This is an optimization exercise on Yosys and OpenROAD, whose aim is small area, not a production implementation.
Only simulation tests tie the RTL to the original design; equivalence was not proved.
Power figures rest on the tool's default switching activity, not on a simulated workload.

$ cat design/flow/run.sh
#!/bin/bash
# synth_recipe.tcl (not shown) runs the flow's synth.tcl, then flattens the netlist and writes it again
# the make line also repeats each setting of config.mk as NAME=value (left out here)
make -C /OpenROAD-flow-scripts/flow DESIGN_CONFIG=/design/flow/config.mk WORK_HOME=/design/flow/orfs CLKGATE_MAP_FILE= SYNTH_SCRIPT=/design/flow/synth_recipe.tcl finish
$ cat design/flow/config.mk
export PLATFORM = sky130hd
export DESIGN_NAME = sqrt
export DESIGN_NICKNAME = sqrt
export VERILOG_FILES = /design/flow/design.v
export SDC_FILE = /design/flow/constraint.sdc
export NUM_CORES = 4
export LEC_CHECK = 0
export CAP_MARGIN = 20
export CORE_MARGIN = 2
export CORE_UTILIZATION = 40
export SLEW_MARGIN = 20
$ cat design/flow/constraint.sdc
create_clock -name core_clock -period 5.0 [get_ports {clk}]
set_input_delay 1.0000 -clock core_clock [delete_from_list [all_inputs] [get_ports {clk}]]
set_output_delay 1.0000 -clock core_clock [all_outputs]
set_load 0.01 [all_outputs]
$ cat design/flow/design.v
`timescale 1ps / 1ps
module sqrt
#(
    parameter integer D_W = 32
)
(
    input  wire                clk,
    input  wire                rst,
    input  wire                enable,
    input  wire                in_valid,
    input  wire [D_W-1:0]      qin,
    output wire                out_valid,
    output wire [(D_W>>1)-1:0] qout
);
localparam integer P = D_W >> 1;     
localparam integer W = D_W >> 1;     
integer p;
reg         [P-1:0]   in_v_r;
reg                   out_v_r;
reg         [W-1:0]   qout_r;
reg         [W-1:0]   root_r [P-1:0];
reg         [D_W+1:0] acc_r  [P-1:0];
reg         [D_W-1:0] x_r    [P-1:0];
reg  signed [D_W+1:0] test   [P-1:0];
assign out_valid = out_v_r;
assign qout      = qout_r;
always @(*) begin
    for (p = 0; p < P; p = p + 1) begin
        test[p] = acc_r[p] - {root_r[p], 2'b01};
    end
end
always @(posedge clk) begin
    if (rst) begin
        for (p = 0; p < P; p = p + 1) begin
            in_v_r[p] <= 0;
            acc_r[p]  <= 0;
            x_r[p]    <= 0;
            root_r[p] <= 0;
        end
        out_v_r <= 0;
        qout_r  <= 0;
    end else if (enable) begin
        in_v_r[0]          <= in_valid;
        {acc_r[0], x_r[0]} <= {{D_W{1'b0}}, qin, 2'b00};
        root_r[0]          <= 0;
        for (p = 1; p < P; p = p + 1) begin
            in_v_r[p]         <= in_v_r[p-1];
            acc_r[p][D_W+1:2] <= test[p-1][D_W+1] ? acc_r[p-1][D_W-1:0] : test[p-1][D_W-1:0];
            acc_r[p][1:0]     <= x_r[p-1][D_W-1:D_W-2];
            x_r[p]            <= x_r[p-1] << 2;
            root_r[p]         <= {root_r[p-1][W-2:0], ~test[p-1][D_W+1]};
        end
        out_v_r <= in_v_r[P-1];
        qout_r  <= {root_r[P-1][W-2:0], ~test[P-1][D_W+1]};
    end
end
endmodule
==> results_dict.tcl <==
set metrics [dict create \
    yosysSeqAreaShare 0.4091 \
    clkSlewWorstSetupHoldPaths_ns 0.06 \
    cp_slowest_cell "nor4_1" \
    worstSkewPairLatency_ns 0.67 \
    p_per_area_mw_per_mm2 396.8 \
    rsz0062_at_grt "false" \
    grt_pass1_vias 29440 \
    ant_nets 0 \
    critical_path.endpoint_type "flip-flop" \
    period_share 0.7455 \
    setup_violations 0 \
    io_buffers 52 \
    antenna_cells 0 \
    drive_gt1_frac 0.05265 \
    die_h_um 326.1 \
    synth_cell_types 86 \
    setup-tns-final_ns 0 \
    crit_top_cell "or4_1" \
    drc 0 \
    synthArstFlopShare 0 \
    overflow 0 \
    cts_setup_buffers 0 \
    track_usage 0.1642 \
    dieWidth_um 326.1 \
    ys.warnings.count 5 \
    antenna_found_initial 0 \
    grtUsageMet3 0.02296 \
    grt_pass1_wl_mm 149.6 \
    syn_area_per_cell_um2 8.697 \
    worstSetupStartpointType "flip-flop" \
    dpl_cell_area_mm2 0.04321 \
    cts_buffers 93 \
    root_buffer "clkbuf_16" \
    worstMarginPinSlew_ns 1.048 \
    cp.arrival_ns 4.31 \
    path_cells "or4_1 -> nor4_2 -> nand3b_1 -> nor4_1 -> xor2_1 -> or4_1 -> or4_1 -> xor2_1 -> a211oi_1" \
    num_rows 118 \
    grt-busiest-layer "met2" \
    syn-cell-area_mm2 0.04149 \
    synth_nets 4942 \
    final_common_cell "nor2_1" \
    hold_buffers 0 \
    clock-skew-final_ns 0.02103 \
    dp_hpwl_mm 60.65 \
    drt_iter0_drc 1722 \
    mostFrequentLayoutCells "nor2_1, dfxtp_1, mux2i_1" \
    clock.fmax_mhz 268.3 \
    synth_cells 4771 \
    design.portCount 53 \
    critPathKind "reg2reg" \
    routedWlPerCell_um 14.60 \
    ys_ff_latch 848 \
    hold_class "reg2reg" \
    slew_headroom 0.2831 \
    initial_utilization 0.4021 \
    avgViaCountPerCell 5.120 \
    use_met2 0.2715 \
    vias 31480 \
    design_area_mm2 0.04634 \
    ir_worst_vdd_v 0.0003058 \
    max_stage_delay_ns 0.69 \
    core_mm2 0.1032 \
    required_ns 5.58 \
    hold_viol 0 \
    area_growth_pct 11.68 \
    cts_resized 0 \
    p_leak_uw 0.01837 \
    critPathMaxFanout 6 \
    place.gp.congestion 0.8781 \
    first_pass_iters 5 \
    wirelength_mm 89.74 \
    nets 4861 \
    design.die.area_mm2 0.1063 \
    h-tree-depth 3 \
    period_minus_slack_ns 3.728 \
    synth-main-ff-cell "dfxtp_1" \
    cts_sinks 848 \
    cts_tree "done" \
    ctsLongestPathBuffers 3 \
    met1_usage 0.2197 \
    finalMaxSlewViolations 0 \
    synth_edf_count 0 \
    grt_max_degree 200 \
    outcome "timing/DRC/antenna clean" \
    drv_cap 0 \
]
## synthesized netlist by cell type, types with 40 or more instances
library cell / n / area, um2
a211oi_1: 269 / 2019
nand2_1: 275 / 1032
nor3_1: 108 / 540.5
nor2b_1: 40 / 250.2
dfxtp_1: 848 / 16980
nor4_1: 65 / 406.6
buf_1: 40 / 150.1
or3_1: 65 / 406.6
a21oi_1: 127 / 635.6
ha_1: 135 / 1689
xnor2_1: 191 / 1673
o21ai_0: 139 / 695.7
mux2i_1: 483 / 4835
a311oi_1: 42 / 367.9
nor2_1: 906 / 3401
xor2_1: 146 / 1279
inv_1: 181 / 679.4
nand3_1: 57 / 285.3
clkbuf_1: 219 / 822.0
## final timing paths
kind | from | end | slack, ns | cells past startpoint
setup / recovery | acc_r[4][13] | acc_r[5][31] | 1.27 | 9
hold / removal | qout_r[0] | qout_r[0] | 0.45 | 2
setup reg to reg | acc_r[4][13] | acc_r[5][31] | 1.27 | 9
hold reg to reg | qout_r[0] | qout_r[0] | 0.45 | 2
## kinds of logic (layout without fill, tap and decap cells)
logic type      after synthesis  after routing  share of synthesized area
simple gates               1748           1748                     0.1932
flops                       848            848                     0.4091
compound gates              764            764                     0.1262
mux                         484            484                     0.1168
buf+inv                     452            448                    0.04146
xor+xnor                    340            340                    0.07258
fa+ha+maj                   135            135                    0.04071
## power by group
group / internal [uW] / switching [uW] / total, uW
sequential: 7180 / 436 / 7610
clock: 4030 / 2850 / 6880
combinational: 1690 / 2200 / 3890
total: 12900 / 5490 / 18400
## per-stage QoR
stage	util	std cells	setup WS, ns	hold WS (ns)	power, uW
detailed placement	0.4187	5975	1.297	0.4453	11650
global placement	0.4187	5975	1.355	0.4374	11600
finish	0.4490	6147	1.272	0.4535	18390
CTS	0.4490	6147	1.277	0.4603	18600
floorplan	-	4771	1.643	0.4259	10760
global route	0.4490	6147	0.9569	0.4766	19400
## worst max-delay path, delay by kind of cell, from the launching register on
family / cells / cell delay, ns
AND/OR/NAND/NOR: 6 / 2.77
XOR/XNOR: 2 / 0.31
AO/OA/AOI/OAI: 1 / 0.21
flip-flops: 1 / 0.36
## registers in the layout (all words and copies together), names as in the netlist
signal,cells
acc_r,455
x_r,240
root_r,120
in_v_r,16
qout_r,16
out_v_r,1
## final cells by class
class | count | area (um2)
clock buffers | 132 | 2736
inverters | 181 | 679.4
fillers | 10140 | 56860
repair buffers | 95 | 991.0
flip-flops and latches | 848 | 16980
multi-input cells | 3471 | 22840
clock inverters | 40 | 391.6
well taps | 1380 | 1727
## layer usage
metal	wire, um	vias up	share of wire
met5	0	-	0
met4	2383	0	0.027
met3	2532	148	0.028
met2	40950	362	0.46
met1	43880	14410	0.49
li1	-	16550	-

[separate check: timing with driven ports]
The flow's constraints put no driver on any port. The routed layout listed below was extracted and timed again, unchanged, in two steps.
Step 1 assumes that a clkbuf_16 drives the clock port and a buf_2 every other input.
Step 2, shift: input delay + t, output delay - t, t = (earliest + latest rising clock arrival at the registers) / 2. This alone moves slack from input paths to output paths.
Three values: ideal ports, drivers, drivers and shift; two values: the first two.
t (ns): 0.718
slack for setup (ns): 1.272 / 1.272 / 1.272
slew at the worst register clock pin (ns): 0.06 / 0.06
worst data-port slew with drivers (ns): 0.05
pins driven straight from the clock port: 1
After both steps this run still meets setup and hold. For this run, drivers alone change the setup slack by 0.000 ns; drivers and shift together by 0.000 ns.
